Background: an optimization exercise with open tools, aiming at small area and a short achievable clock period. Do not read the settings as production practice. Function was checked by simulation only, so behaviour that the tests miss may differ from the original. No activity file was given, so power comes from the tool's default toggle rates.

==> module Radix_2_div, before the edit <==
module Radix_2_div #(
parameter[3:0]	DSIZE	= 15,
parameter[3:0]	PSIZE	= 15
)(
	input				clock,
	input				rst,
	input [DSIZE-1:0]	divisor,
	input [DSIZE-1:0]	dividend,
	output[PSIZE-1:0]	quotient,
	output[3:0]			quoexp
);
localparam [15:0] FOLD = 16'b0010_0100_1001_0000;
function integer pend;	 
	input integer t;
	integer k;
	begin
		pend = 1;
		for (k = 2; k <= t; k = k + 1)
			pend = FOLD[k] ? 1 : pend + 1;
	end
endfunction
function [14:0] srt_step;
	input [14:0] z;
	input pos, neg;
	input [13:0] d;
	reg [14:0] dx, op;
	reg [15:0] s;
	begin
		dx = {1'b1, d};
		op = ({15{pos}} & ~dx) | ({15{neg}} & dx);
		s = {z, 1'b1} + {op, pos};
		srt_step = s[15:1];
	end
endfunction
reg	[14:0]	n1, d1;
always @(posedge clock) begin
	n1	<= dividend;
	d1	<= divisor;
end
reg	[3:0]	ne;
integer		k;
always @(*) begin
	ne = 4'd15;
	for (k = 0; k < 15; k = k + 1)
		if (d1[k]) ne = 14 - k;
end
wire [14:0]	nd = d1 << ne;
reg	[14*15-1:0]	Zf;	 
reg	[14:0]		Pf, Nf;	 
reg	[14*14-1:0]	Df;	 
reg	[15*4-1:0]	Ef;	 
reg	[15*15-1:0]	Bf;	 
reg	[15*15-1:0]	Lf;	 
always @(posedge clock) begin
	Zf[0 +: 15]	<= n1;
	Pf[0]		<= n1[14];
	Nf[0]		<= 1'b0;
	Df[0 +: 14]	<= nd[13:0];
	Ef[0 +: 4]	<= ne;
end
genvar t;
generate
for (t = 1; t <= 14; t = t + 1) begin: STEP
	wire [14:0]	Z	= (t == 1) ? Zf[0 +: 15] : {Zf[(t-1)*15 +: 14], 1'b0};
	wire		pos	= Pf[t-1];
	wire		neg	= Nf[t-1];
	wire [14:0]	S	= srt_step(Z, pos, neg, Df[(t-1)*14 +: 14]);
	always @(posedge clock) begin
		Ef[t*4 +: 4]	<= Ef[(t-1)*4 +: 4];
		Pf[t]			<= ~S[14] &  S[13];
		Nf[t]			<=  S[14] & ~S[13];
	end
	if (t < 14) begin: KEEPZ
		always @(posedge clock) begin
			Zf[t*15 +: 14]	<= S[13:0];
			Df[t*14 +: 14]	<= Df[(t-1)*14 +: 14];
		end
	end else begin: LASTZ
	end
	if (t == 1) begin: QFIRST
		always @(posedge clock) begin
			Bf[15 +: 1]	<= pos | neg;
			Lf[15 +: 1]	<= neg;
		end
	end else if (FOLD[t]) begin: QFOLD
		localparam integer P = pend(t-1);
		wire [t-2:0]	Bp	= Bf[(t-1)*15 +: t-1];
		wire [P-1:0]	Lp	= Lf[(t-1)*15 +: P];
		wire [t-2:0]	Bn	= Bp - {Lp, 1'b0};
		always @(posedge clock) begin
			Bf[t*15 +: t]	<= {Bn, pos | neg};
			Lf[t*15 +: 1]	<= neg;
		end
	end else begin: QSHIFT
		localparam integer P = pend(t-1);
		always @(posedge clock) begin
			Bf[t*15 +: t]		<= {Bf[(t-1)*15 +: t-1], pos | neg};
			Lf[t*15 +: P+1]	<= {Lf[(t-1)*15 +: P], neg};
		end
	end
end
endgenerate
localparam integer PL = pend(14);
wire		pos0	= Pf[14];
wire		neg0	= Nf[14];
wire [14:0]	Qfin	= {Bf[14*15 +: 14], pos0 | neg0} - {Lf[14*15 +: PL], neg0, 1'b0};
reg	[4:0]	cnt;
always @(posedge clock, posedge rst) begin
	if (rst)			cnt	<= 5'd0;
	else if (!cnt[4])	cnt	<= cnt + 5'd1;
end
reg	[14:0]	Qu;
reg	[3:0]	exp;
always @(posedge clock, posedge rst) begin
	if (rst) begin
		Qu	<= 15'd0;
		exp	<= 4'd0;
	end else begin
		Qu	<= cnt[4] ? Qfin : 15'd0;
		exp	<= cnt[4] ? Ef[14*4 +: 4] : 4'd0;
	end
end
assign	quotient	= Qu;
assign	quoexp		= exp;
endmodule
Settings: LEC_CHECK=0, ABC_AREA=1, CAP_MARGIN=20, CORE_MARGIN=2, CORE_UTILIZATION=40, CTS_BUF_LIST=sky130_fd_sc_hd__clkbuf_8, CTS_CLUSTER_DIAMETER=60, CTS_CLUSTER_SIZE=16, PLACE_DENSITY=0.75, SETUP_SLACK_MARGIN=1.7, SLEW_MARGIN=20; clock period 4.0 ns.
run.sh (not shown) runs the stock make flow with config.mk's settings and CLKGATE_MAP_FILE= SYNTH_SCRIPT=/design/flow/synth_recipe.tcl, a recipe that flattens the netlist after the stock synthesis.
Rerun with:
--- a/flow/design.v
+++ b/flow/design.v
@@ -7,13 +7,13 @@
 	input				rst,
 	input [DSIZE-1:0]	divisor,
 	input [DSIZE-1:0]	dividend,
 	output[PSIZE-1:0]	quotient,
 	output[3:0]			quoexp
 );
-localparam [15:0] FOLD = 16'b0010_0100_1001_0000;
+localparam [15:0] FOLD = 16'b0100_1001_0010_0000;
 function integer pend;	 
 	input integer t;
 	integer k;
 	begin
 		pend = 1;
 		for (k = 2; k <= t; k = k + 1)
@@ -21,19 +21,34 @@
 	end
 endfunction
 function [14:0] srt_step;
 	input [14:0] z;
 	input pos, neg;
 	input [13:0] d;
-	reg [14:0] dx, op;
-	reg [15:0] s;
+	reg [14:0] dx, x, g, p;
+	reg [15:0] G, P, Gn, Pn;	 
+	integer i, l;
 	begin
 		dx = {1'b1, d};
-		op = ({15{pos}} & ~dx) | ({15{neg}} & dx);
-		s = {z, 1'b1} + {op, pos};
-		srt_step = s[15:1];
+		x = z ^ dx;
+		for (i = 0; i < 15; i = i + 1) begin
+			g[i] = z[i] & (pos ? ~dx[i] : neg & dx[i]);
+			p[i] = pos ? ~x[i] : (neg ? x[i] : z[i]);
+		end
+		G = {g, pos};
+		P = {p, 1'b0};
+		for (l = 1; l < 16; l = l * 2) begin
+			Gn = G; Pn = P;
+			for (i = 0; i < 16; i = i + 1)
+				if (i & l) begin
+					Gn[i] = G[i] | (P[i] & G[(i & ~(l-1)) - 1]);
+					Pn[i] = P[i] & P[(i & ~(l-1)) - 1];
+				end
+			G = Gn; P = Pn;
+		end
+		srt_step = p ^ G[14:0];
 	end
 endfunction
 reg	[14:0]	n1, d1;
 always @(posedge clock) begin
 	n1	<= dividend;
 	d1	<= divisor;
=> Power is lower by 9.5%. Wire length came out lower by 1.4%. Worst setup slack gains 0.087 ns. Die area came out higher by 4.0%. Global-route usage came out higher by 0.25 points. Combinational power went down by 18%. Final area drops by 1.3%. Sequential cell count came out higher by 1. Final cell count climbs by 14%. Sequential power is about the same. Synthesized cell count is higher by 23%. Critical path depth does not change. Clock-buffer cell count is lower by 1.

==> port drivers added, routing unchanged <==
No port has a modelled driver above. Below, the same layouts with a new extraction and two added sets of constraints. Step 1 assumes that a clkbuf_16 drives the clock port and a buf_2 every other input. Step 2, shift: input delay + t, output delay - t, t = (earliest + latest rising clock arrival at the registers) / 2. This alone moves slack from input paths to output paths. a / b / c = ideal ports / drivers / drivers and shift; a / b = the first two.
run	t (ns)	slack for setup (ns)	pins driven straight from the clock port
the first run	0.657	1.756 / 1.756 / 1.756	1
the second run	0.675	1.844 / 1.839 / 1.844	1
After both steps every run listed still meets setup and hold.
